This is an optimization exercise on Yosys and OpenROAD, whose aim is small area, a short achievable clock period and few clock cycles per item, not a production implementation. Function was checked by simulation only, so behaviour that the tests miss may differ from the original. Power and IR drop assume default switching activity.

===== design/flow/flow/run.sh =====
#!/bin/bash
cp standard.sh standard_sh.txt
export BUFFER_PORTS_ARGS="-buffer_cell sky130_fd_sc_hd__buf_1"
bash standard.sh > standard.log 2>&1

===== design/flow/table.hex =====
1 7 E D 0 5 8 3 4 F A 6 9 C B 2
8 E 2 5 6 9 1 C F 4 B 0 D A 3 7
5 D F 6 9 2 C A B 7 8 1 4 3 E 0
7 F 5 A 8 1 6 D 0 9 3 E B 4 2 C
C 8 2 1 D 4 F 6 7 0 A 5 3 E 9 B
B 3 5 8 2 F A D E 1 7 4 C 9 6 0
6 8 2 3 9 A 5 C 1 E 4 7 B D 0 F
C 4 6 2 A 5 B 9 E 8 D 7 0 3 F 1

===== design/flow/design.v =====
module magma_enc(
    input  clk,
    input  rst,
    input  start,
    input  [255:0] key,
    input  [63:0] block_in,
    output ready,
    output reg valid,
    output [31:0] data,
    output [31:0] data_out
);
reg [3:0]  space[0:127];
initial begin
    $readmemh("table.hex", space);
end
reg [31:0] kr0, kr1, kr2, kr3, kr4, kr5, kr6, kr7;
reg [31:0] rk;
reg [31:0] a1, a0;
reg [4:0]  cnt;
reg        busy;
assign ready = !busy;
assign data_out = a0;
assign data     = a1;
wire [7:0]  gen, prop;
wire [31:0] t0, t1;
genvar n;
generate
    for (n = 0; n < 8; n = n + 1) begin : nib
        wire [3:0] x = a0[4*n+3:4*n];
        wire [3:0] k = rk[4*n+3:4*n];
        wire [3:0] gg = x & k;
        wire [3:0] tt = x | k;
        wire [3:0] pp = x ^ k;
        wire [3:0] s, s1;
        assign s[0]  = pp[0];
        assign s[1]  = pp[1] ^ gg[0];
        assign s[2]  = pp[2] ^ (gg[1] | tt[1] & x[0] & k[0]);
        assign s[3]  = pp[3] ^ (gg[2] | tt[2] & x[1] & k[1] | tt[2] & tt[1] & x[0] & k[0]);
        assign s1[0] = ~pp[0];
        assign s1[1] = pp[1] ^ tt[0];
        assign s1[2] = pp[2] ^ (gg[1] | tt[1] & (x[0] | k[0]));
        assign s1[3] = pp[3] ^ (gg[2] | tt[2] & x[1] & k[1] | tt[2] & tt[1] & (x[0] | k[0]));
        assign gen[n]  = gg[3] | tt[3] & gg[2] | tt[3] & tt[2] & gg[1] | tt[3] & tt[2] & tt[1] & gg[0];
        assign prop[n] = gg[3] | tt[3] & gg[2] | tt[3] & tt[2] & gg[1] | tt[3] & tt[2] & tt[1] & tt[0];
        assign t0[4*n+3:4*n] = space[{3'd7 - n[2:0], s}];
        assign t1[4*n+3:4*n] = space[{3'd7 - n[2:0], s1}];
    end
endgenerate
wire [7:0] cin;
assign cin[0] = 1'b0;
generate
    for (n = 1; n < 8; n = n + 1) begin : cy
        wire [n-1:0] term;
        genvar j;
        for (j = 0; j < n; j = j + 1) begin : tm
            if (j == n - 1) begin : last
                assign term[j] = gen[j];
            end else begin : mid
                assign term[j] = gen[j] & (&prop[n-1:j+1]);
            end
        end
        assign cin[n] = |term;
    end
endgenerate
wire [31:0] sb;
generate
    for (n = 0; n < 8; n = n + 1) begin : sel
        assign sb[4*n+3:4*n] = cin[n] ? t1[4*n+3:4*n] : t0[4*n+3:4*n];
    end
endgenerate
wire [31:0] g = {sb[20:0], sb[31:21]};
reg [31:0] rk_next;
always @(*) begin
    if (cnt < 5'd23)
        rk_next = kr1;
    else
        case (cnt[1:0])
            2'd3: rk_next = kr0;    
            2'd0: rk_next = kr6;    
            2'd1: rk_next = kr4;    
            default: rk_next = kr2;  
        endcase
end
always @(posedge clk) begin
    if (!busy) begin
        kr0 <= key[255:224];
        kr1 <= key[223:192];
        kr2 <= key[191:160];
        kr3 <= key[159:128];
        kr4 <= key[127:96];
        kr5 <= key[95:64];
        kr6 <= key[63:32];
        kr7 <= key[31:0];
        rk  <= key[255:224];
        a1  <= block_in[63:32];
        a0  <= block_in[31:0];
        cnt <= 5'd0;
    end else begin
        kr0 <= kr1;
        kr1 <= kr2;
        kr2 <= kr3;
        kr3 <= kr4;
        kr4 <= kr5;
        kr5 <= kr6;
        kr6 <= kr7;
        kr7 <= kr0;
        rk  <= rk_next;
        a1  <= a0;
        a0  <= a1 ^ g;
        cnt <= cnt + 5'd1;
    end
end
always @(posedge clk) begin
    if (rst) begin
        busy  <= 1'b0;
        valid <= 1'b0;
    end else begin
        valid <= busy && (cnt == 5'd31);
        if (!busy)
            busy <= start;
        else if (cnt == 5'd31)
            busy <= 1'b0;
    end
end
endmodule

===== design/flow/constraint.sdc =====
create_clock -name core_clock -period 6.0 [get_ports {clk}]
set_input_delay 1.2000 -clock core_clock [delete_from_list [all_inputs] [get_ports {clk}]]
set_output_delay 1.2000 -clock core_clock [all_outputs]
set_load 0.01 [all_outputs]

===== design/flow/standard.sh =====
#!/bin/bash
# synth_recipe.tcl (not shown) runs the flow's synth.tcl, then flattens the netlist and writes it again
# the make line also repeats each setting of config.mk as NAME=value (left out here)
make -C /OpenROAD-flow-scripts/flow DESIGN_CONFIG=/design/flow/config.mk WORK_HOME=/design/flow/orfs CLKGATE_MAP_FILE= SYNTH_SCRIPT=/design/flow/synth_recipe.tcl "${@:-finish}"

===== design/flow/config.mk =====
export PLATFORM = sky130hd
export DESIGN_NAME = magma_enc
export DESIGN_NICKNAME = magma_enc
export VERILOG_FILES = /design/flow/design.v
export SDC_FILE = /design/flow/constraint.sdc
export NUM_CORES = 4
export LEC_CHECK = 0
export CAP_MARGIN = 20
export CORE_MARGIN = 2
export CORE_UTILIZATION = 40
export CTS_CLUSTER_DIAMETER = 150
export CTS_CLUSTER_SIZE = 30
export PLACE_DENSITY = 0.6
export SETUP_SLACK_MARGIN = 3.5
export SLEW_MARGIN = 20

==> notes.md, run 1 <==
Max-slew headroom 32.8%; worst skew pair latency approximately 0.54 ns; CTS tree yes; CTS Hold Bufs 0; GR Overflow Total 0; Max-Cap Viols 0; delay-heaviest family, CP compound AO/OA/AOI/OAI gates; post-synthesis sequential area ratio between 40% and 50%; initial antenna violation count 15; first-pass GRT wire length between 70000 and 80000 um; DRT Pass-1 Iters 8; min-delay src kr5[28]; vias in the first global route between 10000 and 15000; die area 0.0461 sq mm; Routed met1 length ~22000 um; Clock Sinks between 300 and 400; Yosys cell types slightly below 60; Initial Util 40.3%; CTS max path bufs 3; CP max FO 4; total core area roughly 0.044 sq mm; Iteration-0 DRC Markers approximately 850; Die Y around 210 um; Top Ports 389; total negative slack 0 ns; post-route clock period utilization 45.1%; clk_skew ~0.021 ns; Crit path required time approximately 6.4 ns; post-layout min period ~2.7 ns; post-DR vias/cell a little over 5; DR WL/cell 19.3 um; Met3 Routed Length roughly 3500 um; Worst Tran Pin Value between 1 and 1.5 ns; Buf/Inv on CP 3; GRT Resource Usage Total around 22%; detailed-route via count roughly 14000; Setup-failing EPs final 0; Area Growth Syn to Fin 25.7%; # port buffers roughly 390; met2 wire length 24500 um; Mean Syn Cell Area roughly 11 sq um; pre-CTS setup slack 2.79 ns; num rows 77; hpwl dp between 30000 and 40000 um; RSZ-0062 raised after global routing yes; DRC Markers 0; largest net degree at the start of global routing between 200 and 250; Antenna Nets Post-Route 0; status no timing/DRC/antenna violations; reg2reg start rk[6]; die extent in x around 210 um; CP max stage cell dfxtp_2; highest metal used met5; Root Driver clkbuf_16; hold slack around 0.45 ns; cells along the critical path inv_2, ha_4, nor2_2, a221oi_2, nor2_2, a211oi_2, o311ai_4, buf_6, a211oi_4, buf_6, mux2i_4, xor2_1, mux2_2; Synth Instances 1655; Critical Path Sink Type flop; GPL Wtd Cong 0.870; Peak VDD IR 0.262 mV; Syn. warnings 1; fill cell count 4024; Fmax ~0.37 GHz; Critical Path Source rk[6]; delay of the slowest critical-path stage around 0.35 ns; syn nets approximately 2100; leakage power approximately 9 nW; CTS Buf Count 16; Final WS setup around 3.3 ns; Hold Vio Cnt, Final 0; Post-synth EDFFs 0; number of nets in the layout 2566; max-slew violations 0; worst min-delay path category flop to flop; Yosys reg bits 359; Mapped Area around 0.018 sq mm; Arr. time, crit path 3.15 ns; Post-synth ARST share 0%; layout cells sized above 1 33.2%; drt total wl roughly 52000 um; crit path kind flop to flop; power per cell area 551 mW/mm^2; Critical Path Source Type flop; dominant synthesized flop cell dfxtp_1; H-tree Lvls 1; clock slew at reported path FFs 0.12 ns
cell families after synthesis:
| logic type | synth area share (%) |
|---|---|
| mux | 25.2 |
| flops | 40.5 |
| compound gates | 8.97 |
| simple gates | 5.79 |
| buf+inv | 4.47 |
| fa+ha+maj | 11.4 |
| xor+xnor | 3.69 |
repair_timing:
item / 4_1_cts / 5_1_grt
gates cloned: 1 / 0
buffers inserted: 65 / 22
pin swaps: 52 / 59
endpoints found under the setup margin: 43 / 50
gates resized for setup: 194 / 77
per-stage QoR:
stage	utilization, %	power (mW)	area [sq um]	cells
after floorplan	-	7.65	18000	1655
after global placement	45.5	8.92	20000	2573
after detailed placement	45.5	9.10	20000	2573
after CTS	49.6	11.8	21900	2660
after global routing	50.7	13.2	22300	2685
final	50.7	12.3	22300	2687
cell usage in the layout (no fill, tap or decap), types with 5 or more instances in the layout:
| cell type | count |
|---|---|
| nor2_2 | 8 |
| xnor2_1 | 30 |
| mux2i_1 | 18 |
| a222oi_1 | 32 |
| ha_1 | 107 |
| buf_4 | 74 |
| xnor2_2 | 16 |
| a21oi_2 | 14 |
| nand4b_1 | 6 |
| mux2i_4 | 9 |
| xor2_1 | 11 |
| dfxtp_4 | 26 |
| fa_2 | 6 |
| a21oi_1 | 140 |
| nand3_1 | 7 |
| o21ai_0 | 16 |
| buf_1 | 382 |
| mux2_2 | 302 |
| inv_2 | 30 |
| nand3b_1 | 7 |
| diode_2 | 5 |
| clkbuf_16 | 16 |
| dfxtp_2 | 19 |
| clkbuf_2 | 6 |
| buf_6 | 17 |
| ha_4 | 31 |
| nand2_1 | 29 |
| a211oi_1 | 5 |
| inv_4 | 5 |
| mux4_2 | 29 |
| nor2_1 | 142 |
| xor2_2 | 14 |
| inv_1 | 102 |
| mux2_4 | 5 |
| mux2i_2 | 9 |
| ha_2 | 11 |
| dfxtp_1 | 314 |
per-layer routing:
metal	track usage [%]	vias up
met2	36.3	407
met4	6.41	12
li1	-	6610
met1	28.2	6607
met3	4.60	69
met5	0	-
power by group:
group	switching [mW]	internal (mW)	leakage, nW
clock network	0.801	0.513	0.224
logic	3.91	3.94	5.60
registers	0.328	2.81	3.04
cell usage after synthesis (5+ instances only):
master    number  share of area (%)
dfxtp_1      359                 40
mux2_2       307                 19
a21oi_1      154                4.3
nor2_1       151                3.2
ha_1         149                 11
inv_1        138                2.9
clkbuf_1      66                1.4
xnor2_1       45                2.2
mux2i_1       36                2.0
a222oi_1      32                1.8
nand2_1       31               0.66
mux4_2        29                3.7
xor2_1        28                1.4
o21ai_0       16               0.45
fa_1           7               0.79
nand3_1        7               0.20
nand3b_1       7               0.30
nand4b_1       6               0.30
a211oi_1       5               0.21
o21a_1         5               0.21
path summary, 6_finish.rpt:
kind	endpoint	slack, ns	depth (start not counted)
worst min-delay path	kr4[28]	0.45	1
worst max register to register	a0[6]	3.29	13
worst max-delay path	a0[6]	3.29	13
worst min register to register	kr4[28]	0.45	1
registers in the layout, summed over array words and instances, names as in the netlist:
signal	flops
a0	32
a1	32
kr0	32
kr1	32
kr2	32
kr3	32
kr4	32
kr5	32
kr6	32
kr7	32
rk	32
cnt	5
busy	1
valid	1
final cells by class:
type,count,area [sq um],share of cell area (%)
Clock inverter,3,52.6,0.235
Multi-Input combinational cell,1088,11000,49.1
Antenna cell,5,12.5,0.0561
Inverter,138,534,2.39
Tap cell,592,741,3.32
Clock buffer,18,408,1.83
Sequential cell,359,7310,32.7
Timing Repair Buffer,484,2300,10.3
Testbench counts, summed over its fixed seeds: cycles 25,344, items 768.
==> inputs of run 2 (changes only) <==
--- a/design/flow/config.mk
+++ b/design/flow/config.mk
@@ -8,8 +8,6 @@
 export CAP_MARGIN = 20
 export CORE_MARGIN = 2
 export CORE_UTILIZATION = 40
-export CTS_CLUSTER_DIAMETER = 150
-export CTS_CLUSTER_SIZE = 30
 export PLACE_DENSITY = 0.6
 export SETUP_SLACK_MARGIN = 3.5
 export SLEW_MARGIN = 20
==> run 2 against run 1 <==
Critical path depth fell by 3. Global-route usage is 0.31 points higher. Worst setup slack better by 0.068 ns. Via count increased by 1.0%. Non-clock buffer count grew 5. Die area unchanged. Clock skew fell by 0.0058 ns. Utilization grew 2.5 points. Area after synthesis unchanged. Still clean.
==> notes.md, run 2 <==
most frequent cell after synthesis dfxtp_1 (unchanged); layout cells sized above 1 35.7% (was 33.2%); worst skew pair latency 0.56 ns (was 0.54 ns); Syn. warnings 1 (unchanged); Setup-failing EPs final 0 (unchanged); Yosys reg bits 359 (unchanged); Area Growth Syn to Fin 31.9% (was 25.7%); hpwl dp 37000 um (unchanged); leakage power 9.39 nW (was 8.86 nW); RSZ-0062 raised after global routing yes (unchanged); Psw 5.30 mW (was 5.04 mW); post-synth top area share 40.5% (unchanged); post-DR vias/cell 5.05 (was 5.10); GR Overflow Total 0 (unchanged); Post-synth ARST share 0% (unchanged); DR WL/cell 19.0 um (was 19.3 um); largest net degree at the start of global routing 206 (unchanged); CP max FO 6 (was 4); GRT Resource Usage Total 22.0% (was 21.7%); Mean Syn Cell Area 10.7 sq um (unchanged); Clock Sinks 359 (unchanged); Initial Util 40.3% (unchanged); max-slew violations 0 (unchanged); # port buffers 388 (unchanged); commonest cells after routing, fill and taps aside 384 x buf_1, 315 x dfxtp_1, 305 x mux2_2, 141 x nor2_1, 138 x a21oi_1 (was 382 x buf_1, 314 x dfxtp_1, 302 x mux2_2, 142 x nor2_1, 140 x a21oi_1); CTS Buf Count 41 (was 16); commonest non-fill, non-tap cell in the layout buf_1 (unchanged); synth top area cells dfxtp_1 40%, mux2_2 19%, ha_1 11%, a21oi_1 4.3%, mux4_2 3.7% (unchanged); Mapped Area 0.0178 sq mm (unchanged); Met3 Routed Length 3450 um (was 3460 um); clk_skew 0.0148 ns (was 0.0205 ns); Max-Cap Viols 0 (unchanged); power per cell area 590 mW/mm^2 (was 551 mW/mm^2); Fmax 0.379 GHz (was 0.369 GHz); vias in the first global route 14000 (was 13700); post-synthesis sequential area ratio 40.5% (unchanged); synth cell count leaders 359 x dfxtp_1, 307 x mux2_2, 154 x a21oi_1 (unchanged); CTS tree yes (unchanged); detailed-route via count 13800 (was 13700); initial antenna violation count 14 (was 15); Crit path required time 6.49 ns (was 6.44 ns); CTS Hold Bufs 0 (unchanged); DRC Markers 0 (unchanged); Comb power frac 57.5% (was 63.8%); part of the power in registers 22.9% (was 25.5%); number of nets in the layout 2596 (was 2566); Peak VDD IR 0.272 mV (was 0.262 mV); H-tree Lvls 2 (was 1); internal power 8.51 mW (was 7.26 mW); Root Driver clkbuf_16 (unchanged); highest metal used met5 (unchanged); placed insts 2573 (unchanged); die extent in x 215 um (unchanged); GPL Wtd Cong 0.870 (unchanged); worst min-delay path category flop to flop (unchanged); Arr. time, crit path 3.13 ns (was 3.15 ns); dominant synthesized flop cell dfxtp_1 (unchanged); post-layout min period 2.64 ns (was 2.71 ns); Max-slew headroom 31.0% (was 32.8%); num rows 77 (unchanged); Yosys cell types 58 (unchanged); Iteration-0 DRC Markers 813 (was 853); met2 wire length 24000 um (was 24500 um); Post-synth EDFFs 0 (unchanged); crit path kind flop to flop (unchanged); CTS max path bufs 3 (unchanged); DRT Pass-1 Iters 6 (was 8); Die Y 215 um (unchanged); Top Ports 389 (unchanged); syn nets 2134 (unchanged); first-pass GRT wire length 78700 um (was 78000 um); Synth area leader dfxtp_1 (unchanged); Critical Path Sink Type flop (unchanged); clock slew at reported path FFs 0.06 ns (was 0.12 ns); Net Sw Frac 38.4% (was 41.0%); Clock Power Share 19.6% (was 10.7%); drt total wl 52200 um (was 51800 um); total negative slack 0 ns (unchanged); Routed met1 length 22700 um (was 22400 um); post-route clock period utilization 44.0% (was 45.1%); Worst Tran Pin Value 1.03 ns (was 1.01 ns); Antenna Nets Post-Route 0 (unchanged); hold slack 0.451 ns (was 0.450 ns); Critical Path Source Type flop (unchanged); total core area 0.0440 sq mm (unchanged); final non-filler cell total 2740 (was 2687); die area 0.0461 sq mm (unchanged); Synth Instances 1655 (unchanged); Hold Vio Cnt, Final 0 (unchanged); status no timing/DRC/antenna violations (unchanged)
==> run 2: cell counts after synthesis <==
Identical to the previous run, type by type.
==> run 2: power by group through the flow <==
| stage | combinational [mW] | sequential, mW | clock, mW |
|---|---|---|---|
| final | 7.95 | 3.16 | 2.70 |
| after global routing | 8.65 | 3.20 | 2.87 |
| after CTS | 7.26 | 3.16 | 2.78 |
| after detailed placement | 5.90 | 3.20 | 0 |
| after global placement | 5.74 | 3.18 | 0 |
| after floorplan | 4.53 | 3.12 | 0 |
==> run 2: kinds of logic (layout without fill, tap and decap cells) <==
kind of cell / after synthesis / after routing / share of synthesized area, %
multiplexers: 372 / 372 / 25.2
flip-flops: 359 / 359 / 40.5
AO/OA/AOI/OAI: 249 / 250 / 8.97
AND/OR/NAND/NOR: 234 / 234 / 5.79
buffers and inverters: 209 / 698 / 4.47
adder cells (fa/ha/maj): 158 / 158 / 11.4
XOR/XNOR: 74 / 74 / 3.69
other: 0 / 3 / 0
==> run 2: worst paths after layout <==
| check | startpoint | to | slack (ns) | depth (start not counted) |
|---|---|---|---|---|
| worst max-delay path | a0[18] | a0[9] | 3.36 | 10 |
| worst min-delay path | kr3[17] | kr2[17] | 0.45 | 1 |
| worst max register to register | a0[18] | a0[9] | 3.36 | 10 |
| worst min register to register | kr3[17] | kr2[17] | 0.45 | 1 |
==> run 2: repair_timing <==
item	in CTS	in global routing
buffers inserted	64	28
gates cloned	1	0
resized for setup	192	94
setup endpoints to repair	42	47
pin swaps	54	57
==> run 2: metrics by stage <==
stage               setup slack [ns]  utilization, %  power, mW  cell area, sq um
global route                    3.27            53.2       14.7             23400
global placement                2.82            45.5       8.92             20000
detailed placement              2.79            45.5       9.10             20000
finish                          3.36            53.2       13.8             23400
floorplan                       3.42               -       7.65             18000
CTS                             3.32            51.8       13.2             22800
==> run 2: critical path: stages (launching register included) <==
cell and delay, ns:
dfxtp_2 0.38, inv_1 0.06, ha_2 0.22, nor4_4 0.31
nand2_2 0.14, o311ai_4 0.42, buf_4 0.18, a211oi_1 0.06
or2_4 0.32, or4_1 0.40, nand4_1 0.09
==> run 2: layout make-up <==
type,instances,area (sq um)
inverter,138,539
clock inverter,19,308
timing repair buffer,489,2320
tap,592,741
fill,3923,20600
clock buffer,52,1160
multi-input combinational,1088,11000
antenna,3,7.51
sequential,359,7320
==> run 2: per-layer routing <==
layer	vias to the layer above	track usage, %
li1	6688	-
met1	6635	27.8
met2	401	35.6
met3	107	5.89
met4	12	9.07
met5	-	0
==> inputs of run 3 (changes only) <==
--- a/design/flow/config.mk
+++ b/design/flow/config.mk
@@ -8,6 +8,8 @@
 export CAP_MARGIN = 20
 export CORE_MARGIN = 2
 export CORE_UTILIZATION = 40
+export CTS_CLUSTER_DIAMETER = 100
+export CTS_CLUSTER_SIZE = 20
 export PLACE_DENSITY = 0.6
 export SETUP_SLACK_MARGIN = 3.5
 export SLEW_MARGIN = 20
==> run 3 against run 2 <==
Via count decreased by 1.4%. Critical endpoint is now a0[6]. Final area decreased by 4.0%. Cell count fell by 1.5%. Sequential power hardly changed. Highest routed layer unchanged.
==> notes.md, run 3 <==
status no timing/DRC/antenna violations (unchanged); # port buffers 388 (unchanged); leakage power 8.98 nW (was 9.39 nW); Yosys cell types 58 (unchanged); hold slack 0.454 ns (was 0.451 ns); GR Overflow Total 0 (unchanged); Clock Sinks 359 (unchanged); Post-Synth XOR/XNOR Area 3.69% (unchanged); worst min-delay path category flop to flop (unchanged); total negative slack 0 ns (unchanged); Post-Synth Simple-Gate Area 5.79% (unchanged); mux cell area share after synthesis 25.2% (unchanged); cell area after layout 0.0225 sq mm (was 0.0234 sq mm); commonest cells after routing, fill and taps aside 384 x buf_1, 317 x dfxtp_1, 305 x mux2_2, 144 x nor2_1, 138 x a21oi_1 (was 384 x buf_1, 315 x dfxtp_1, 305 x mux2_2, 141 x nor2_1, 138 x a21oi_1); most frequent CP cell buf_6; die extent in x 215 um (unchanged); cells along the critical path inv_4, ha_4, inv_2, a221oi_2, nor2_2, a211oi_2, o311ai_4, buf_6, a211oi_4, buf_6, mux2i_4, xor2_1, mux2_2 (was inv_1, ha_2, nor4_4, nand2_2, o311ai_4, buf_4, a211oi_1, or2_4, or4_1, nand4_1); Max-slew headroom 31.7% (was 31.0%); Die Y 215 um (unchanged); Critical Path Sink Type flop (unchanged); synth top area cells dfxtp_1 40%, mux2_2 19%, ha_1 11%, a21oi_1 4.3%, mux4_2 3.7% (unchanged); worst skew pair latency 0.57 ns (was 0.56 ns); sequential cell area 0.00731 sq mm (was 0.00732 sq mm); CP max FO 4 (was 6); post-route clock period utilization 46.2% (was 44.0%); power per cell area 558 mW/mm^2 (was 590 mW/mm^2); DR WL/cell 19.1 um (was 19.0 um); Top Ports 389 (unchanged); drt total wl 51600 um (was 52200 um); area of the multi-input gates 0.0109 sq mm (was 0.0110 sq mm); CTS tree yes (unchanged); Fmax 0.361 GHz (was 0.379 GHz); Max-Cap Viols 0 (unchanged); Area Growth Syn to Fin 26.7% (was 31.9%); clk_skew 0.0146 ns (was 0.0148 ns); H-tree Lvls 1 (was 2); Yosys reg bits 359 (unchanged); Synth Instances 1655 (unchanged); Synth area leader dfxtp_1 (unchanged); Initial Util 40.3% (unchanged); Design Power 12.5 mW (was 13.8 mW); Setup-failing EPs final 0 (unchanged); fill cell count 4003 (was 3923); adder and majority gate portion of the synthesized area 11.4% (unchanged); Mean Syn Cell Area 10.7 sq um (unchanged); post-synth top area share 40.5% (unchanged); CTS Hold Bufs 0 (unchanged); detailed-route via count 13600 (was 13800); Post-synth EDFFs 0 (unchanged); vias in the first global route 13700 (was 14000); synth cell count leaders 359 x dfxtp_1, 307 x mux2_2, 154 x a21oi_1 (unchanged); DRC Markers 0 (unchanged); Iteration-0 DRC Markers 823 (was 813); syn nets 2134 (unchanged); CTS Buf Count 22 (was 41); Mapped Area 0.0178 sq mm (unchanged); die area 0.0461 sq mm (unchanged); layout cells sized above 1 33.6% (was 35.7%); DP Area 0.0200 sq mm (unchanged); RSZ-0062 raised after global routing yes (unchanged); num rows 77 (unchanged); initial antenna violation count 15 (was 14); GPL Wtd Cong 0.870 (unchanged); Post-synth ARST share 0% (unchanged); CTS max path bufs 3 (unchanged); Finished Core Util 51.1% (was 53.2%); GRT Resource Usage Total 21.5% (was 22.0%); commonest non-fill, non-tap cell in the layout buf_1 (unchanged); Worst Tran Pin Value 1.02 ns (was 1.03 ns); post-DR vias/cell 5.06 (was 5.05); Crit path required time 6.47 ns (was 6.49 ns); post-synthesis sequential area ratio 40.5% (unchanged); CP max stage cell dfxtp_4 (was o311ai_4); total core area 0.0440 sq mm (unchanged); Root Driver clkbuf_16 (unchanged); most frequent cell after synthesis dfxtp_1 (unchanged); Antenna Nets Post-Route 0 (unchanged); Critical Path Source Type flop (unchanged); largest net degree at the start of global routing 206 (unchanged); Hold Vio Cnt, Final 0 (unchanged); Arr. time, crit path 3.24 ns (was 3.13 ns); DRT Pass-1 Iters 7 (was 6); Peak VDD IR 0.289 mV (was 0.272 mV); dominant synthesized flop cell dfxtp_1 (unchanged); clock slew at reported path FFs 0.09 ns (was 0.06 ns); max-slew violations 0 (unchanged); Syn. warnings 1 (unchanged); area fraction in compound gates after synthesis 8.97% (unchanged); delay of the slowest critical-path stage 0.38 ns (was 0.42 ns); largest family of logic cells by synthesized area multiplexers (unchanged); hpwl dp 37000 um (unchanged); first-pass GRT wire length 77400 um (was 78700 um); crit path kind flop to flop (unchanged); post-layout min period 2.77 ns (was 2.64 ns); number of nets in the layout 2574 (was 2596)
-- run 3: cell counts after synthesis --
Identical to the previous run, type by type.
-- run 3: area by class of cell --
class | instances | area share, %
timing repair buffer | 486 | 10.3
clock buffer | 26 | 2.60
multi-input combinational | 1088 | 48.6
antenna | 5 | 0.0556
clock inverter | 4 | 0.228
sequential | 359 | 32.5
inverter | 138 | 2.45
tap | 592 | 3.29
-- run 3: path summary, 6_finish.rpt --
check / from / end / slack [ns] / cells after the start
worst max-delay path: a0[6] / a0[6] / 3.23 / 13
worst min-delay path: kr3[20] / kr2[20] / 0.45 / 1
worst max register to register: a0[6] / a0[6] / 3.23 / 13
worst min register to register: kr3[20] / kr2[20] / 0.45 / 1
-- run 3: power breakdown --
| group | internal [mW] | total, mW | switching [mW] | leakage (nW) |
|---|---|---|---|---|
| Clock | 0.702 | 1.54 | 0.842 | 0.313 |
| Sequential | 2.81 | 3.16 | 0.347 | 3.04 |
| Combinational | 3.96 | 7.84 | 3.87 | 5.63 |
-- run 3: cell families after synthesis --
| logic type | Yosys count |
|---|---|
| AOI/OAI and AO/OA | 249 |
| DFF | 359 |
| adders and majority gates | 158 |
| xor gates and xnor gates | 74 |
| and+or+nand+nor | 234 |
| muxes | 372 |
| buffers and inverters | 209 |
-- run 3: worst max-delay path: cells and delay by family (launching register included) --
kind	cells	cell delay, ns
AO/OA/AOI/OAI	4	0.98
XOR/XNOR	1	0.09
adder cells (fa/ha/maj)	1	0.15
buffers and inverters	4	0.45
flip-flops	1	0.38
multiplexers	2	0.52
AND/OR/NAND/NOR	1	0.09
-- run 3: stage by stage --
stage,worst slack [ns],cells
4_1_cts,3.31,2667
3_3_place_gp,2.82,2573
2_1_floorplan,3.42,1655
6_report,3.23,2698
5_1_grt,3.14,2696
3_5_place_dp,2.79,2573
-- run 3: what timing repair did --
action	CTS	global route
gates cloned	1	0
pin swaps	44	61
endpoints found under the setup margin	43	46
resized for setup	165	97
buffers inserted	63	26
endpoints found under the hold margin	0	0
-- run 3: routing by layer --
| metal | vias to the layer above | GRT usage [%] | wire length, um | share of wire [%] |
|---|---|---|---|---|
| li1 | 6623 | - | - | - |
| met1 | 6570 | 27.5 | 22400 | 43 |
| met2 | 362 | 35.6 | 24200 | 47 |
| met3 | 84 | 5.35 | 3340 | 6.5 |
| met4 | 10 | 6.78 | 1550 | 3.0 |
| met5 | - | 0 | 71 | 0.14 |
==> inputs of run 4 (changes only) <==
--- a/design/flow/config.mk
+++ b/design/flow/config.mk
@@ -7,9 +7,9 @@
 export LEC_CHECK = 0
 export CAP_MARGIN = 20
 export CORE_MARGIN = 2
-export CORE_UTILIZATION = 40
+export CORE_UTILIZATION = 55
 export CTS_CLUSTER_DIAMETER = 100
-export CTS_CLUSTER_SIZE = 20
-export PLACE_DENSITY = 0.6
+export CTS_CLUSTER_SIZE = 24
+export PLACE_DENSITY = 0.7
 export SETUP_SLACK_MARGIN = 3.5
 export SLEW_MARGIN = 20
==> run 4 against run 3 <==
Register-to-register slack improved by 0.05 ns. Area after synthesis did not move. Still clean. Critical path type unchanged. Sequential power barely moved. Clock skew rose by 0.00093 ns. Critical endpoint is now a0[5]. Combinational power rose by 0.8%. Die area fell by 27%. Utilization rose by 19 points. Sequential share of layout area rose by 0.52 points. Synthesized cell count did not move. Sequential cell count did not move. Clock power fell by 5%.
==> notes.md, run 4 <==
Peak VDD IR 0.308 mV (was 0.289 mV); H-tree Lvls 1 (unchanged); post-DR vias/cell 5.48 (was 5.06); adder and majority gate portion of the synthesized area 11.4% (unchanged); Critical Path Source Type flop (unchanged); Net Sw Frac 41.0% (was 40.4%); Psw 5.14 mW (was 5.06 mW); # port buffers 388 (unchanged); first-pass GRT wire length 73400 um (was 77400 um); DRT Pass-1 Iters 6 (was 7); post-layout min period 2.72 ns (was 2.77 ns); largest net degree at the start of global routing 167 (was 206); Worst Tran Pin Value 0.929 ns (was 1.02 ns); min-delay src kr5[24] (was kr3[20]); part of the power in registers 25.2% (about the same); Max-Cap Viols 0 (unchanged); Critical Path Sink Type flop (unchanged); Setup-failing EPs final 0 (unchanged); CTS tree yes (unchanged); Fmax 0.368 GHz (was 0.361 GHz); mux cell area share after synthesis 25.2% (unchanged); vias in the first global route 13500 (was 13700); Hold Vio Cnt, Final 0 (unchanged); reg2reg start a0[10] (was a0[6]); Yosys reg bits 359 (unchanged); clk_skew 0.0155 ns (was 0.0146 ns); Finished Core Util 69.9% (was 51.1%); total negative slack 0 ns (unchanged); Post-synth EDFFs 0 (unchanged); clock slew at reported path FFs 0.10 ns (was 0.09 ns); CP max FO 4 (unchanged); power per cell area 567 mW/mm^2 (was 558 mW/mm^2); Root Driver clkbuf_16 (unchanged); GR Overflow Total 0 (unchanged); Post-synth ARST share 0% (unchanged); RSZ-0062 raised after global routing yes (unchanged); Syn. warnings 1 (unchanged); Top Ports 389 (unchanged); Iteration-0 DRC Markers 903 (was 823); worst min-delay path category flop to flop (unchanged); DRC Markers 0 (unchanged); largest family of logic cells by synthesized area multiplexers (unchanged); leakage power 8.87 nW (was 8.98 nW); worst r2r path cells 11 (was 13); max-slew violations 0 (unchanged); hpwl dp 35100 um (was 37000 um); commonest cells after routing, fill and taps aside 386 x buf_1, 314 x dfxtp_1, 302 x mux2_2, 143 x nor2_1, 141 x a21oi_1 (was 384 x buf_1, 317 x dfxtp_1, 305 x mux2_2, 144 x nor2_1, 138 x a21oi_1); DR WL/cell 20.0 um (was 19.1 um); post-synth top area share 40.5% (unchanged); most frequent cell after synthesis dfxtp_1 (unchanged); die area 0.0337 sq mm (was 0.0461 sq mm); initial antenna violation count 12 (was 15); layout cells sized above 1 32.9% (was 33.6%); die extent in x 184 um (was 215 um); total core area 0.0316 sq mm (was 0.0440 sq mm); post-synthesis sequential area ratio 40.5% (unchanged); Antenna Nets Post-Route 0 (unchanged); Synth area leader dfxtp_1 (unchanged); Final WS setup 3.28 ns (was 3.23 ns); post-route clock period utilization 45.3% (was 46.2%); worst skew pair latency 0.55 ns (was 0.57 ns); area fraction in compound gates after synthesis 8.97% (unchanged); drt total wl 49900 um (was 51600 um); Design Power 12.5 mW (about the same); internal power 7.39 mW (was 7.48 mW); Max-slew headroom 38.1% (was 31.7%); number of nets in the layout 2557 (was 2574); Hold Crit Depth 1 (unchanged); Area Growth Syn to Fin 24.6% (was 26.7%); commonest non-fill, non-tap cell in the layout buf_1 (unchanged); Crit path required time 6.43 ns (was 6.47 ns); Mean Syn Cell Area 10.7 sq um (unchanged); syn nets 2134 (unchanged); synth cell count leaders 359 x dfxtp_1, 307 x mux2_2, 154 x a21oi_1 (unchanged); num rows 65 (was 77); r2r setup slk 3.28 ns (was 3.23 ns); Arr. time, crit path 3.15 ns (was 3.24 ns); crit path kind flop to flop (unchanged); hold endpoint kr4[24] (was kr2[20]); Yosys cell types 58 (unchanged); pre-CTS setup slack 2.91 ns (was 2.79 ns); Synth Instances 1655 (unchanged); Post-Synth XOR/XNOR Area 3.69% (unchanged); Clock Power Share 11.7% (was 12.3%); Mapped Area 0.0178 sq mm (unchanged); synth top area cells dfxtp_1 40%, mux2_2 19%, ha_1 11%, a21oi_1 4.3%, mux4_2 3.7% (unchanged); status no timing/DRC/antenna violations (unchanged); GPL Wtd Cong 0.862 (was 0.870); Comb power frac 63.0% (was 62.5%); Clock Sinks 359 (unchanged); Post-Synth Simple-Gate Area 5.79% (unchanged); GRT Resource Usage Total 27.9% (was 21.5%); r2r endpoint a0[5] (was a0[6]); CTS Buf Count 19 (was 22); CTS max path bufs 3 (unchanged); dominant synthesized flop cell dfxtp_1 (unchanged); Initial Util 56.1% (was 40.3%); detailed-route via count 13700 (was 13600); Die Y 184 um (was 215 um)
[run 4: cell counts after synthesis]
No cell type changed its count.
[run 4: timing repair]
item                                    CTS  global route
endpoints found under the setup margin   30            42
gates cloned                              1             1
pin swaps                                43            56
resized for setup                       142           113
hold buffers                              0             0
setup buffers                            45            31
[run 4: cell type report]
cell class / instances / area, sq um
clock inverters: 4 / 60.1
well taps: 402 / 503
repair buffers: 471 / 2190
clock buffers: 23 / 512
inverters: 138 / 536
fillers: 2331 / 9520
multi-input cells: 1089 / 11000
diodes: 13 / 32.5
flip-flops and latches: 359 / 7300
[run 4: power groups by stage]
stage	sequential [mW]	clock (mW)	combinational, mW
after global routing	3.20	1.56	8.52
after global placement	3.17	0	5.71
after CTS	3.15	1.49	6.90
after floorplan	3.12	0	4.53
final	3.16	1.47	7.90
after detailed placement	3.20	0	5.87
[run 4: through the flow]
| stage | hold slack [ns] | instance area [sq um] | instances |
|---|---|---|---|
| 4_1_cts | 0.458 | 21300 | 2454 |
| 3_5_place_dp | 0.441 | 19800 | 2381 |
| 5_1_grt | 0.468 | 22100 | 2491 |
| 6_report | 0.453 | 22100 | 2499 |
| 3_3_place_gp | 0.435 | 19800 | 2381 |
| 2_1_floorplan | 0.433 | 18000 | 1655 |
[run 4: logic make-up after synthesis]
family,after synthesis
muxes,372
DFF,359
AOI/OAI and AO/OA,249
and+or+nand+nor,234
buffers and inverters,209
adders and majority gates,158
xor gates and xnor gates,74
[run 4: routing by layer]
layer  global-route usage [%]  vias to the layer above  part of all wire [%]
met1                     34.1                     6582                    40
li1                         -                     6571                     -
met5                        0                        -                 0.078
met2                     48.1                      449                    48
met3                     7.19                       85                   7.9
met4                     9.09                        6                   3.5
[run 4: worst max-delay path: stages (launching register included)]
cell      delay [ns]
dfxtp_2         0.36
ha_1            0.27
a221oi_4        0.37
inv_2           0.09
a21oi_2         0.19
o311ai_4        0.15
buf_6           0.16
a211oi_4        0.20
buf_6           0.18
mux2i_4         0.27
xnor2_1         0.10
mux2_2          0.26
[run 4: how the worst max path moves through the flow]
stage	endpoint	cells after the start	start	slack, ns
finish	a0[5]	11	a0[10]	3.28
global route	a0[5]	13	a0[6]	3.23
CTS	a0[5]	13	a0[5]	3.29
detailed placement	a0[9]	11	rk[1]	2.91
global placement	a0[25]	11	rk[1]	3.03
floorplan	a0[10]	9	a0[28]	3.42
==> inputs of run 5 (changes only) <==
--- a/design/flow/config.mk
+++ b/design/flow/config.mk
@@ -7,9 +7,8 @@
 export LEC_CHECK = 0
 export CAP_MARGIN = 20
 export CORE_MARGIN = 2
-export CORE_UTILIZATION = 55
-export CTS_CLUSTER_DIAMETER = 100
-export CTS_CLUSTER_SIZE = 24
+export CORE_UTILIZATION = 60
+export CTS_BUF_LIST = sky130_fd_sc_hd__clkbuf_4 sky130_fd_sc_hd__clkbuf_8
 export PLACE_DENSITY = 0.7
 export SETUP_SLACK_MARGIN = 3.5
 export SLEW_MARGIN = 20
==> run 5 against run 4 <==
Sequential power about the same. Final area increased by 4.3%. Cell count increased by 3.0%. Routed wire length increased by 3.5%. Maximum frequency increased by 1.5%. Critical path depth increased by 1. Via count increased by 4.3%. Non-clock buffer count increased by 17. Combinational power increased by 4.1%. Critical endpoint unchanged.
==> notes.md, run 5 <==
Post-Synth Simple-Gate Area 5.79% (unchanged); post-synth top area share 40.5% (unchanged); Hold Vio Cnt, Final 0 (unchanged); Final WS setup 3.32 ns (was 3.28 ns); power per cell area 598 mW/mm^2 (was 567 mW/mm^2); hold slack 0.448 ns (was 0.453 ns); CTS Hold Bufs 0 (unchanged); largest family of logic cells by synthesized area multiplexers (unchanged); mux cell area share after synthesis 25.2% (unchanged); met2 wire length 25400 um (was 24100 um); CTS max path bufs 3 (unchanged); post-synthesis sequential area ratio 40.5% (unchanged); reg2reg start rk[6] (was a0[10]); Peak VDD IR 0.281 mV (was 0.308 mV); num rows 62 (was 65); Antenna Nets Post-Route 0 (unchanged); area of the multi-input gates 0.0111 sq mm (was 0.0110 sq mm); Critical Path Sink Type flop (unchanged); area fraction in compound gates after synthesis 8.97% (unchanged); Mapped Area 0.0178 sq mm (unchanged); fill cell count 1881 (was 2331); dominant synthesized flop cell dfxtp_1 (unchanged); Root Driver clkbuf_8 (was clkbuf_16); commonest non-fill, non-tap cell in the layout buf_1 (unchanged); status no timing/DRC/antenna violations (unchanged); clock slew at reported path FFs 0.06 ns (was 0.10 ns); GR Overflow Total 0 (unchanged); Routed met1 length 20300 um (was 20000 um); DRC Markers 0 (unchanged); Syn. warnings 1 (unchanged); pre-CTS setup slack 2.90 ns (was 2.91 ns); Setup-failing EPs final 0 (unchanged); leakage power 9.40 nW (was 8.87 nW); Yosys cell types 58 (unchanged); r2r endpoint a0[5] (unchanged); r2r setup slk 3.32 ns (was 3.28 ns); total core area 0.0289 sq mm (was 0.0316 sq mm); Iteration-0 DRC Markers 889 (was 903); DRT Pass-1 Iters 5 (was 6); clk_skew 0.0289 ns (was 0.0155 ns); Top Ports 389 (unchanged); Arr. time, crit path 3.15 ns (about the same); worst skew pair latency 0.62 ns (was 0.55 ns); Post-synth ARST share 0% (unchanged); Max-slew headroom 28.1% (was 38.1%); Critical Path Source Type flop (unchanged); crit path kind flop to flop (unchanged); final non-filler cell total 2573 (was 2499); die area 0.0310 sq mm (was 0.0337 sq mm); hpwl dp 34700 um (was 35100 um); Clock Sinks 359 (unchanged); RSZ-0062 raised after global routing yes (unchanged); Worst Tran Pin Value 1.08 ns (was 0.929 ns); CTS Buf Count 57 (was 19); # port buffers 388 (unchanged); syn nets 2134 (unchanged); layout cells sized above 1 36.5% (was 32.9%); CTS tree yes (unchanged); GRT Resource Usage Total 31.2% (was 27.9%); synth top area cells dfxtp_1 40%, mux2_2 19%, ha_1 11%, a21oi_1 4.3%, mux4_2 3.7% (unchanged); number of nets in the layout 2611 (was 2557); DR WL/cell 20.1 um (was 20.0 um); CP max FO 4 (unchanged); post-DR vias/cell 5.55 (was 5.48); post-route clock period utilization 44.6% (was 45.3%); highest metal used met5 (unchanged); Area Growth Syn to Fin 30.0% (was 24.6%); drt total wl 51600 um (was 49900 um); worst r2r path cells 12 (was 11); most frequent cell after synthesis dfxtp_1 (unchanged); Fmax 0.374 GHz (was 0.368 GHz); total negative slack 0 ns (unchanged); H-tree Lvls 2 (was 1); placed insts 2365 (was 2381); worst min-delay path category flop to flop (unchanged); initial antenna violation count 19 (was 12); Synth area leader dfxtp_1 (unchanged); Yosys reg bits 359 (unchanged); Finished Core Util 79.7% (was 69.9%); Crit path required time 6.48 ns (was 6.43 ns); die extent in x 176 um (was 184 um); largest net degree at the start of global routing 96 (was 167); max-slew violations 0 (unchanged); post-layout min period 2.68 ns (was 2.72 ns); vias in the first global route 14200 (was 13500); Met3 Routed Length 3960 um (was 3930 um); detailed-route via count 14300 (was 13700); cell area after layout 0.0231 sq mm (was 0.0221 sq mm); first-pass GRT wire length 75100 um (was 73400 um); adder and majority gate portion of the synthesized area 11.4% (unchanged); GPL Wtd Cong 0.887 (was 0.862); Hold Crit Depth 1 (unchanged); commonest cells after routing, fill and taps aside 385 x buf_1, 316 x dfxtp_1, 298 x mux2_2, 144 x nor2_1, 138 x a21oi_1 (was 386 x buf_1, 314 x dfxtp_1, 302 x mux2_2, 143 x nor2_1, 141 x a21oi_1); Die Y 176 um (was 184 um); min-delay src kr5[19] (was kr5[24]); synth cell count leaders 359 x dfxtp_1, 307 x mux2_2, 154 x a21oi_1 (unchanged); Post-Synth XOR/XNOR Area 3.69% (unchanged); Design Power 13.8 mW (was 12.5 mW); DP Area 0.0197 sq mm (was 0.0198 sq mm); Initial Util 61.4% (was 56.1%); Post-synth EDFFs 0 (unchanged); Mean Syn Cell Area 10.7 sq um (unchanged); Synth Instances 1655 (unchanged); hold endpoint kr4[19] (was kr4[24]); sequential cell area 0.00730 sq mm (about the same); Max-Cap Viols 0 (unchanged)
==> run 5: how the worst max path moves through the flow <==
stage | depth (start not counted) | end | slack (ns) | startpoint
global route | 12 | a0[6] | 3.22 | rk[6]
detailed placement | 11 | a0[26] | 2.90 | rk[1]
CTS | 10 | a0[28] | 3.33 | a0[16]
finish | 12 | a0[5] | 3.32 | rk[6]
floorplan | 9 | a0[10] | 3.42 | a0[28]
global placement | 11 | a0[25] | 2.93 | rk[1]
==> run 5: final cells by class <==
cell class	count	area share, %
clock buffers	90	4.93
inverters	138	2.31
repair buffers	488	10.0
flip-flops and latches	359	31.6
well taps	384	2.08
diodes	12	0.130
clock inverters	14	0.944
multi-input cells	1088	48.0
==> run 5: report_power, final <==
part	internal (mW)	leakage, nW	total, mW	switching [mW]
sequential	2.82	3.03	3.15	0.337
combinational	4.07	5.65	8.22	4.15
clock	1.43	0.718	2.42	0.996
==> run 5: per-layer routing <==
layer	vias to the layer above	global-route usage [%]
met5	-	0
met4	12	13.1
met3	123	7.69
met2	549	54.2
met1	6854	36.9
li1	6740	-
==> run 5: worst max-delay path, cell delays in order (launching register included) <==
cell      delay, ns
dfxtp_2        0.34
inv_2          0.07
ha_4           0.16
inv_2          0.05
a221oi_2       0.33
nor2_2         0.09
a211oi_2       0.31
o311ai_4       0.17
a211oi_4       0.24
buf_6          0.19
mux2i_4        0.27
xnor2_1        0.08
mux2_4         0.26
==> run 5: logic make-up (layout without fill, tap and decap cells) <==
family                     Yosys count  count (layout)
xor gates and xnor gates            74              74
buffers and inverters              209             730
other                                0              12
AOI/OAI and AO/OA                  249             250
DFF                                359             359
and+or+nand+nor                    234             234
adders and majority gates          158             158
muxes                              372             372
==> run 5: repair_timing <==
action / in CTS / in global routing
pin swaps: 65 / 68
buffers inserted: 65 / 26
setup endpoints to repair: 95 / 38
gates cloned: 1 / 0
gates resized for setup: 174 / 107
==> inputs of run 6 (changes only) <==
--- a/design/flow/design.v
+++ b/design/flow/design.v
@@ -62,13 +62,17 @@
         assign cin[n] = |term;
     end
 endgenerate
-wire [31:0] sb;
+wire [31:0] a1r = {a1[10:0], a1[31:11]};
+wire [31:0] blr = {block_in[10:0], block_in[31:11]};
+wire [31:0] v0 = busy ? (a1r ^ t0) : blr;
+wire [31:0] v1 = busy ? (a1r ^ t1) : blr;
+wire [31:0] sbx;
 generate
     for (n = 0; n < 8; n = n + 1) begin : sel
-        assign sb[4*n+3:4*n] = cin[n] ? t1[4*n+3:4*n] : t0[4*n+3:4*n];
+        assign sbx[4*n+3:4*n] = cin[n] ? v1[4*n+3:4*n] : v0[4*n+3:4*n];
     end
 endgenerate
-wire [31:0] g = {sb[20:0], sb[31:21]};
+wire [31:0] a0_next = {sbx[20:0], sbx[31:21]};
 reg [31:0] rk_next;
 always @(*) begin
     if (cnt < 5'd23)
@@ -93,7 +97,6 @@
         kr7 <= key[31:0];
         rk  <= key[255:224];
         a1  <= block_in[63:32];
-        a0  <= block_in[31:0];
         cnt <= 5'd0;
     end else begin
         kr0 <= kr1;
@@ -106,9 +109,11 @@
         kr7 <= kr0;
         rk  <= rk_next;
         a1  <= a0;
-        a0  <= a1 ^ g;
         cnt <= cnt + 5'd1;
     end
+end
+always @(posedge clk) begin
+    a0 <= a0_next;
 end
 always @(posedge clk) begin
     if (rst) begin
--- a/design/flow/config.mk
+++ b/design/flow/config.mk
@@ -7,8 +7,9 @@
 export LEC_CHECK = 0
 export CAP_MARGIN = 20
 export CORE_MARGIN = 2
-export CORE_UTILIZATION = 60
-export CTS_BUF_LIST = sky130_fd_sc_hd__clkbuf_4 sky130_fd_sc_hd__clkbuf_8
+export CORE_UTILIZATION = 55
+export CTS_CLUSTER_DIAMETER = 100
+export CTS_CLUSTER_SIZE = 24
 export PLACE_DENSITY = 0.7
 export SETUP_SLACK_MARGIN = 3.5
 export SLEW_MARGIN = 20
==> run 6 against run 5 <==
Largest power group unchanged. Synthesized cell count increased by 1.0%. Total power decreased by 11%. Die area up 9.6%. Global-route usage is 3.4 points lower. Cell count down 0.43%. Clock skew decreased by 0.011 ns. Non-clock buffer count is the same. Still clean on timing, DRC and antenna. Clock power down 43%. Count of clock-buffer cells in the layout decreased by 69. Sequential cell count unchanged. Via count fell by 2.7%. Worst hold slack improved by 0.0051 ns.
==> notes.md, run 6 <==
Crit path required time 6.41 ns (was 6.48 ns); clk_skew 0.0178 ns (was 0.0289 ns); syn nets 2149 (was 2134); Mapped Area 0.0179 sq mm (was 0.0178 sq mm); post-DR vias/cell 5.42 (was 5.55); fill cell count 2494 (was 1881); CP max FO 4 (unchanged); Die Y 184 um (was 176 um); total core area 0.0323 sq mm (was 0.0289 sq mm); M3 GR Usage 5.93% (was 7.69%); Setup-failing EPs final 0 (unchanged); GR Overflow Total 0 (unchanged); RSZ-0062 raised after global routing yes (unchanged); Root Driver clkbuf_16 (was clkbuf_8); Max-Cap Viols 0 (unchanged); Synth Instances 1672 (was 1655); num rows 66 (was 62); Max-slew headroom 32.2% (was 28.1%); met1 Usage GRT 34.0% (was 36.9%); total negative slack 0 ns (unchanged); crit path kind flop to flop (unchanged); largest net degree at the start of global routing 209 (was 96); Worst Tran Pin Value 1.02 ns (was 1.08 ns); CTS Hold Bufs 0 (unchanged); commonest cells after routing, fill and taps aside 387 x buf_1, 318 x dfxtp_1, 305 x mux2_2, 143 x nor2_1, 131 x a21oi_1 (was 385 x buf_1, 316 x dfxtp_1, 298 x mux2_2, 144 x nor2_1, 138 x a21oi_1); Mean Syn Cell Area 10.7 sq um (about the same); Antenna Nets Post-Route 0 (unchanged); synth cell count leaders 359 x dfxtp_1, 307 x mux2_2, 147 x ha_1 (was 359 x dfxtp_1, 307 x mux2_2, 154 x a21oi_1); detailed-route via count 13900 (was 14300); area of the multi-input gates 0.0110 sq mm (was 0.0111 sq mm); CTS tree yes (unchanged); post-synth top area share 40.2% (was 40.5%); DRT Pass-1 Iters 5 (unchanged); die extent in x 184 um (was 176 um); layout cells sized above 1 31.9% (was 36.5%); GRT Resource Usage Total 27.8% (was 31.2%); Top Ports 389 (unchanged); clock slew at reported path FFs 0.10 ns (was 0.06 ns); post-layout min period 2.61 ns (was 2.68 ns); Yosys reg bits 359 (unchanged); GR Util met2 48.5% (was 54.2%); commonest non-fill, non-tap cell in the layout buf_1 (unchanged); CTS max path bufs 3 (unchanged); Peak VDD IR 0.306 mV (was 0.281 mV); hpwl dp 35500 um (was 34700 um); CTS Buf Count 19 (was 57); Post-synth ARST share 0% (unchanged); Yosys cell types 66 (was 58); number of nets in the layout 2588 (was 2611); first-pass GRT wire length 73300 um (was 75100 um); Syn. warnings 1 (unchanged); power per cell area 554 mW/mm^2 (was 598 mW/mm^2); Synth area leader dfxtp_1 (unchanged); dominant synthesized flop cell dfxtp_1 (unchanged); Critical Path Source Type flop (unchanged); Post-synth EDFFs 0 (unchanged); sequential cell area 0.00729 sq mm (was 0.00730 sq mm); Hold Vio Cnt, Final 0 (unchanged); max-slew violations 0 (unchanged); Finished Core Util 68.8% (was 79.7%); Critical Path Sink Type flop (unchanged); drt total wl 49600 um (was 51600 um); most frequent cell after synthesis dfxtp_1 (unchanged); reg2reg start a0[17] (was rk[6]); # port buffers 388 (unchanged); vias in the first global route 13900 (was 14200); synth top area cells dfxtp_1 40%, mux2_2 19%, ha_1 10%, a21oi_1 3.8%, mux4_2 3.1% (was dfxtp_1 40%, mux2_2 19%, ha_1 11%, a21oi_1 4.3%, mux4_2 3.7%); Iteration-0 DRC Markers 792 (was 889); worst min-delay path category flop to flop (unchanged); Clock Sinks 359 (unchanged); min-delay src kr3[13] (was kr5[19]); GPL Wtd Cong 0.880 (was 0.887); post-route clock period utilization 43.6% (was 44.6%); leakage power 8.99 nW (was 9.40 nW); Initial Util 55.4% (was 61.4%); GRT busiest layer met2 (unchanged); H-tree Lvls 1 (was 2); initial antenna violation count 7 (was 19); DRC Markers 0 (unchanged); DR WL/cell 19.4 um (was 20.1 um); Area Growth Syn to Fin 24.2% (was 30.0%); Fmax 0.382 GHz (was 0.374 GHz); post-synthesis sequential area ratio 40.2% (was 40.5%); Arr. time, crit path 3.03 ns (was 3.15 ns); Critical Path Source a0[17] (was rk[6]); worst skew pair latency 0.52 ns (was 0.62 ns); status no timing/DRC/antenna violations (unchanged); die area 0.0340 sq mm (was 0.0310 sq mm)
## run 6: cell types whose count changed after synthesis, moves of 6 or more
| cell | previous run | this run |
|---|---|---|
| nand4_1 | 1 | 8 |
| nand4b_1 | 6 | 0 |
| o31ai_1 | 1 | 9 |
| nand2b_1 | 4 | 11 |
| a21oi_1 | 154 | 136 |
| a211oi_1 | 5 | 12 |
| xnor2_1 | 45 | 38 |
## run 6: power by group
part | leakage, nW | internal, mW | switching [mW]
combinational | 5.71 | 3.91 | 3.86
sequential | 3.03 | 2.81 | 0.341
clock | 0.250 | 0.588 | 0.784
## run 6: repair_timing
action	CTS	global route
resized for setup	125	122
gates cloned	1	0
pin swaps	34	48
endpoints found under the setup margin	90	94
setup buffers	52	40
## run 6: worst max-delay path, stage by stage (launching register included)
cell,delay (ns)
dfxtp_4,0.37
buf_4,0.13
ha_1,0.22
a221o_1,0.39
o32a_1,0.21
and2_4,0.17
a211oi_4,0.26
buf_12,0.17
mux2i_4,0.22
xnor2_1,0.08
mux2_2,0.26
## run 6: cell families (layout without fill, tap and decap cells)
kind of cell / Yosys count / after routing / synth area share (%)
other: 0 / 6 / 0
flip-flops: 359 / 359 / 40.2
buffers and inverters: 207 / 648 / 4.39
AND/OR/NAND/NOR: 254 / 254 / 6.57
adder cells (fa/ha/maj): 155 / 155 / 11.1
multiplexers: 372 / 372 / 24.9
XOR/XNOR: 69 / 69 / 3.42
AO/OA/AOI/OAI: 256 / 257 / 9.39
## run 6: layout make-up
type | count | area share [%]
diodes | 6 | 0.0676
clock buffers | 21 | 2.17
clock inverters | 3 | 0.146
inverters | 136 | 2.38
multi-input cells | 1107 | 49.5
flip-flops and latches | 359 | 32.8
well taps | 442 | 2.49
repair buffers | 488 | 10.4
## run 6: worst paths after layout
kind,to,slack [ns],cells past startpoint
worst max register to register,a0[6],3.39,10
worst max-delay path,a0[6],3.39,10
worst min-delay path,kr2[13],0.45,1
worst min register to register,kr2[13],0.45,1
## run 6: through the flow
step | total power, mW | instance area, sq um | cells | hold slack [ns] | worst slack [ns]
finish | 12.3 | 22200 | 2562 | 0.453 | 3.39
global route | 13.1 | 22200 | 2560 | 0.462 | 3.30
CTS | 11.3 | 21400 | 2516 | 0.454 | 3.37
detailed placement | 8.99 | 19800 | 2439 | 0.440 | 2.94
global placement | 8.78 | 19800 | 2439 | 0.435 | 3.09
floorplan | 7.59 | 18000 | 1672 | 0.433 | 3.35
## run 6: metal layers
| layer | vias up | routed length, um |
|---|---|---|
| li1 | 6716 | - |
| met2 | 461 | 24000 |
| met1 | 6624 | 20200 |
| met3 | 86 | 3610 |
| met4 | 2 | 1810 |
| met5 | - | 13 |
Testbench counts of run 6, summed over its fixed seeds: cycles 25,344, items 768.
==> inputs of run 7 (changes only) <==
--- a/design/flow/config.mk
+++ b/design/flow/config.mk
@@ -11,5 +11,5 @@
 export CTS_CLUSTER_DIAMETER = 100
 export CTS_CLUSTER_SIZE = 24
 export PLACE_DENSITY = 0.7
-export SETUP_SLACK_MARGIN = 3.5
+export SETUP_SLACK_MARGIN = 3.8
 export SLEW_MARGIN = 20
==> run 7 against run 6 <==
Largest cell class unchanged. Utilization increased by 4.1 points. Clock power is essentially flat. Global-route usage is 0.76 points higher. Worst setup slack got worse by 0.12 ns. Critical path depth grew 1. Maximum frequency down 4.4%.
==> notes.md, run 7 <==
Die Y 184 um (unchanged); CTS Hold Bufs 0 (unchanged); leakage power 9.55 nW (was 8.99 nW); Comb power frac 65.5% (was 63.2%); worst skew pair latency 0.54 ns (was 0.52 ns); Synth Instances 1672 (unchanged); max-slew violations 0 (unchanged); num rows 66 (unchanged); delay-heaviest family, CP compound AO/OA/AOI/OAI gates (unchanged); DRT Pass-1 Iters 7 (was 5); Area Growth Syn to Fin 31.6% (was 24.2%); Hold Vio Cnt, Final 0 (unchanged); post-layout min period 2.73 ns (was 2.61 ns); total negative slack 0 ns (unchanged); GRT Resource Usage Total 28.5% (was 27.8%); layout cells sized above 1 40.0% (was 31.9%); Crit path required time 6.44 ns (was 6.41 ns); Syn. warnings 1 (unchanged); Max-slew headroom 36.8% (was 32.2%); Final WS setup 3.27 ns (was 3.39 ns); worst min-delay path category flop to flop (unchanged); Initial Util 55.4% (unchanged); die extent in x 184 um (unchanged); Post-synth ARST share 0% (unchanged); initial antenna violation count 8 (was 7); vias in the first global route 14000 (was 13900); total core area 0.0323 sq mm (unchanged); Psw 5.51 mW (was 4.98 mW); hold slack 0.453 ns (about the same); Yosys cell types 66 (unchanged); delay of the slowest critical-path stage 0.40 ns (was 0.39 ns); crit path kind flop to flop (unchanged); CP max stage cell dfxtp_4 (was a221o_1); synth cell count leaders 359 x dfxtp_1, 307 x mux2_2, 147 x ha_1 (unchanged); Root Driver clkbuf_16 (unchanged); DP Area 0.0204 sq mm (was 0.0198 sq mm); commonest non-fill, non-tap cell in the layout buf_1 (unchanged); syn nets 2149 (unchanged); detailed-route via count 14200 (was 13900); Antenna Nets Post-Route 0 (unchanged); Fmax 0.366 GHz (was 0.382 GHz); Worst Tran Pin Value 0.948 ns (was 1.02 ns); CTS max path bufs 3 (unchanged); CTS Buf Count 19 (unchanged); post-synthesis sequential area ratio 40.2% (unchanged); drt total wl 52500 um (was 49600 um); Critical Path Source Type flop (unchanged); Setup-failing EPs final 0 (unchanged); die area 0.0340 sq mm (unchanged); power per cell area 570 mW/mm^2 (was 554 mW/mm^2); DRC Markers 0 (unchanged); # port buffers 388 (unchanged); clk_skew 0.0220 ns (was 0.0178 ns); dominant synthesized flop cell dfxtp_1 (unchanged); first-pass GRT wire length 75300 um (was 73300 um); Critical Path Sink Type flop (unchanged); cell area after layout 0.0235 sq mm (was 0.0222 sq mm); GR Overflow Total 0 (unchanged); Max-Cap Viols 0 (unchanged); H-tree Lvls 1 (unchanged); GPL Wtd Cong 0.862 (was 0.880); Peak VDD IR 0.317 mV (was 0.306 mV); synth top area cells dfxtp_1 40%, mux2_2 19%, ha_1 10%, a21oi_1 3.8%, mux4_2 3.1% (unchanged); Yosys reg bits 359 (unchanged); clock slew at reported path FFs 0.10 ns (about the same); part of the power in registers 24.1% (was 25.6%); Top Ports 389 (unchanged); Iteration-0 DRC Markers 849 (was 792); post-DR vias/cell 5.45 (was 5.42); CTS tree yes (unchanged); cells along the critical path inv_4, ha_4, nor2_4, a221o_1, o32a_1, and2_4, a211oi_4, buf_6, mux2i_4, xnor2_1, mux2_4 (was buf_4, ha_1, a221o_1, o32a_1, and2_4, a211oi_4, buf_12, mux2i_4, xnor2_1, mux2_2); DR WL/cell 20.2 um (was 19.4 um); Buf/Inv on CP 2 (unchanged); most frequent cell after synthesis dfxtp_1 (unchanged); Arr. time, crit path 3.17 ns (was 3.03 ns); CP max FO 4 (unchanged); RSZ-0062 raised after global routing yes (unchanged); Post-synth EDFFs 0 (unchanged); largest net degree at the start of global routing 101 (was 209); status no timing/DRC/antenna violations (unchanged); Synth area leader dfxtp_1 (unchanged); number of nets in the layout 2620 (was 2588); internal power 7.91 mW (was 7.31 mW); post-synth top area share 40.2% (unchanged); Clock Sinks 359 (unchanged); Net Sw Frac 41.1% (was 40.5%); commonest cells after routing, fill and taps aside 324 x buf_1, 300 x mux2_2, 277 x dfxtp_1, 140 x nor2_1, 125 x a21oi_1 (was 387 x buf_1, 318 x dfxtp_1, 305 x mux2_2, 143 x nor2_1, 131 x a21oi_1); Mean Syn Cell Area 10.7 sq um (unchanged); pre-CTS setup slack 3.02 ns (was 2.94 ns); hpwl dp 35700 um (was 35500 um); Mapped Area 0.0179 sq mm (unchanged); post-route clock period utilization 45.6% (was 43.6%); Clock Power Share 10.4% (was 11.2%)
==> run 7: final cells by class <==
class / count / area (sq um)
tap: 442 / 553
clock buffer: 23 / 490
inverter: 136 / 546
sequential: 359 / 7370
clock inverter: 3 / 41.3
multi-input combinational: 1106 / 11400
antenna: 7 / 17.5
timing repair buffer: 521 / 3120
fill: 2298 / 8760
==> run 7: kinds of logic after synthesis <==
| group | synth area share (%) |
|---|---|
| mux | 24.9 |
| buf+inv | 4.39 |
| xor+xnor | 3.42 |
| compound gates | 9.39 |
| simple gates | 6.57 |
| flops | 40.2 |
| fa+ha+maj | 11.1 |
==> run 7: repair_timing <==
item / 4_1_cts / 5_1_grt
buffers inserted: 86 / 39
cloned: 1 / 0
resized for setup: 282 / 126
endpoints found under the hold margin: 0 / 0
setup endpoints to repair: 226 / 121
pin swaps: 44 / 69
==> run 7: worst register-to-register path: stages, from the launching register on <==
cell and delay, ns:
dfxtp_4 0.40, inv_4 0.07, ha_4 0.16, nor2_4 0.05
a221o_1 0.38, o32a_1 0.27, and2_4 0.19, a211oi_4 0.24
buf_6 0.18, mux2i_4 0.30, xnor2_1 0.14, mux2_4 0.27
==> run 7: worst paths after layout <==
kind | to | slack, ns | cells past startpoint | start
worst max-delay path | a0[3] | 3.27 | 11 | a0[18]
worst min-delay path | kr4[7] | 0.45 | 1 | kr5[7]
worst max register to register | a0[3] | 3.27 | 11 | a0[18]
worst min register to register | kr4[7] | 0.45 | 1 | kr5[7]
==> run 7: power groups by stage <==
stage / clock, mW / combinational, mW / sequential (mW)
2_1_floorplan: 0 / 4.91 / 3.16
3_3_place_gp: 0 / 6.17 / 3.21
3_5_place_dp: 0 / 6.36 / 3.23
4_1_cts: 1.43 / 7.80 / 3.20
5_1_grt: 1.51 / 9.37 / 3.27
6_report: 1.40 / 8.79 / 3.23
==> run 7: through the flow <==
stage                     power, mW  cells  util (%)
after floorplan                8.06   1672         -
after global placement         9.38   2438      63.2
after detailed placement       9.60   2438      63.2
after CTS                      12.4   2551      70.1
after global routing           14.1   2593      72.8
final                          13.4   2597      72.9
==> run 7: layer usage <==
metal / track usage, % / routed length (um) / share of wire [%]
met4: 9.31 / 1690 / 3.2
met1: 34.4 / 21200 / 40
met3: 6.13 / 3540 / 6.7
met2: 50.7 / 26000 / 50
met5: 0 / 41 / 0.078
==> inputs of run 8 (changes only) <==
--- a/design/flow/config.mk
+++ b/design/flow/config.mk
@@ -11,5 +11,5 @@
 export CTS_CLUSTER_DIAMETER = 100
 export CTS_CLUSTER_SIZE = 24
 export PLACE_DENSITY = 0.7
-export SETUP_SLACK_MARGIN = 3.8
+export SETUP_SLACK_MARGIN = 2.9
 export SLEW_MARGIN = 20
==> run 8 against run 7 <==
Utilization is 9.8 points lower. Non-clock buffer count fell by 122. Maximum frequency decreased by 7.2%. Final area is 13% lower. Synthesized cell count unchanged. First-iteration DRC count down 13%. Sequential power down 4%. Sequential share of layout area grew 4.0 points. Die area unchanged. Clock power barely moved.
==> notes.md, run 8 <==
status no timing/DRC/antenna violations (unchanged); Top Ports 389 (unchanged); number of nets in the layout 2498 (was 2620); Clock Sinks 359 (unchanged); Post-synth EDFFs 0 (unchanged); hold slack 0.452 ns (was 0.453 ns); GPL Wtd Cong 0.877 (was 0.862); total core area 0.0323 sq mm (unchanged); worst min-delay path category flop to flop (unchanged); cells along the critical path inv_1, buf_1 (was inv_4, ha_4, nor2_4, a221o_1, o32a_1, and2_4, a211oi_4, buf_6, mux2i_4, xnor2_1, mux2_4); initial antenna violation count 6 (was 8); Antenna Nets Post-Route 0 (unchanged); Peak VDD IR 0.244 mV (was 0.317 mV); first-pass GRT wire length 70100 um (was 75300 um); post-DR vias/cell 5.39 (was 5.45); Post-synth ARST share 0% (unchanged); mux cell area share after synthesis 24.9% (unchanged); Mapped Area 0.0179 sq mm (unchanged); DRC Markers 0 (unchanged); Buf/Inv on CP 2 (unchanged); Yosys reg bits 359 (unchanged); Mean Syn Cell Area 10.7 sq um (unchanged); delay-heaviest family, CP buffers and inverters (was compound AO/OA/AOI/OAI gates); GRT Resource Usage Total 26.3% (was 28.5%); Design Power 10.3 mW (was 13.4 mW); commonest non-fill, non-tap cell in the layout buf_1 (unchanged); post-synthesis sequential area ratio 40.2% (unchanged); Yosys cell types 66 (unchanged); commonest cells after routing, fill and taps aside 388 x buf_1, 357 x dfxtp_1, 307 x mux2_2, 146 x nor2_1, 144 x ha_1 (was 324 x buf_1, 300 x mux2_2, 277 x dfxtp_1, 140 x nor2_1, 125 x a21oi_1); Setup-failing EPs final 0 (unchanged); Critical Path Source Type flop (unchanged); post-synth top area share 40.2% (unchanged); Arr. time, crit path 1.75 ns (was 3.17 ns); largest net degree at the start of global routing 104 (was 101); detailed-route via count 13300 (was 14200); synth top area cells dfxtp_1 40%, mux2_2 19%, ha_1 10%, a21oi_1 3.8%, mux4_2 3.1% (unchanged); post-route clock period utilization 49.1% (was 45.6%); CP max FO 28 (was 4); Synth Instances 1672 (unchanged); pre-CTS setup slack 2.87 ns (was 3.02 ns); drt total wl 46300 um (was 52500 um); Final WS setup 3.05 ns (was 3.27 ns); clk_skew 0.0189 ns (was 0.0220 ns); dominant synthesized flop cell dfxtp_1 (unchanged); Hold Vio Cnt, Final 0 (unchanged); CTS tree yes (unchanged); num rows 66 (unchanged); Die Y 184 um (unchanged); GR Overflow Total 0 (unchanged)
run 8: cell count changes in the layout (fill, tap and decap cells not counted), moves of 33 or more:
cell and delta:
buf_6 -89, buf_4 -86, dfxtp_1 +80, buf_1 +64
dfxtp_2 -48, ha_1 +48, inv_1 +46, ha_4 -41
inv_2 -33
run 8: final cells by class:
| cell class | instances | area, sq um |
|---|---|---|
| Timing Repair Buffer | 399 | 1540 |
| Sequential cell | 359 | 7190 |
| Tap cell | 442 | 553 |
| Multi-Input combinational cell | 1106 | 10000 |
| Inverter | 136 | 510 |
| Fill cell | 2691 | 11900 |
| Antenna cell | 5 | 12.5 |
| Clock inverter | 4 | 63.8 |
| Clock buffer | 21 | 483 |
run 8: power breakdown:
group | total (mW) | leakage, nW | switching (mW) | internal, mW
Clock | 1.43 | 0.267 | 0.799 | 0.631
Sequential | 3.09 | 3.03 | 0.328 | 2.76
Combinational | 5.82 | 5.16 | 3.12 | 2.70
Total | 10.3 | 8.46 | 4.24 | 6.10
run 8: timing repair:
item / CTS / global route
setup buffers: 0 / 1
gates resized for setup: 2 / 10
setup endpoints to repair: 2 / 20
pin swaps: 0 / 1
run 8: worst reg2reg max path: stages (launching register included):
cell and delay, ns:
dfxtp_1 0.38, inv_1 0.08, ha_1 0.20, nor2_1 0.06, a221oi_1 0.52, nor3b_2 0.34, a21oi_4 0.17, a211oi_4 0.29
buf_4 0.19, mux2i_1 0.27, xnor2_1 0.09, mux2_2 0.26
run 8: per-layer routing:
| layer | global-route usage (%) | vias up | routed length, um |
|---|---|---|---|
| met5 | 0 | - | 27 |
| met4 | 7.58 | 4 | 1200 |
| met3 | 5.77 | 69 | 3020 |
| li1 | - | 6547 | - |
| met2 | 46.0 | 383 | 22400 |
| met1 | 32.6 | 6313 | 19600 |
run 8: stage by stage:
stage                     cells  area (sq um)  utilization, %
after floorplan            1672         17900               -
after global placement     2441         19700            61.0
after detailed placement   2441         19700            61.0
after CTS                  2466         20300            62.8
after global routing       2469         20300            63.0
final                      2472         20400            63.0
run 8: path summary, 6_finish.rpt:
kind / end / start / slack, ns / cells past startpoint
min: kr6[11] / kr7[11] / 0.45 / 1
max: ready / busy / 3.05 / 2
max reg2reg: a0[6] / a0[7] / 3.05 / 11
min reg2reg: kr6[11] / kr7[11] / 0.45 / 1
run 8: cells by family (layout without fill, tap and decap cells):
group	count (synthesis)	in the layout
mux	372	372
simple gates	254	254
xor+xnor	69	69
compound gates	256	256
other cells	0	5
buf+inv	207	560
fa+ha+maj	155	155
flops	359	359

Check on run 8: ideal ports give 3.053 ns setup slack; a clkbuf_16 on the clock port and buf_2 on the inputs give 3.000 ns; moving port delays by the midpoint clock arrival (0.581 ns) as well gives 3.053 ns.
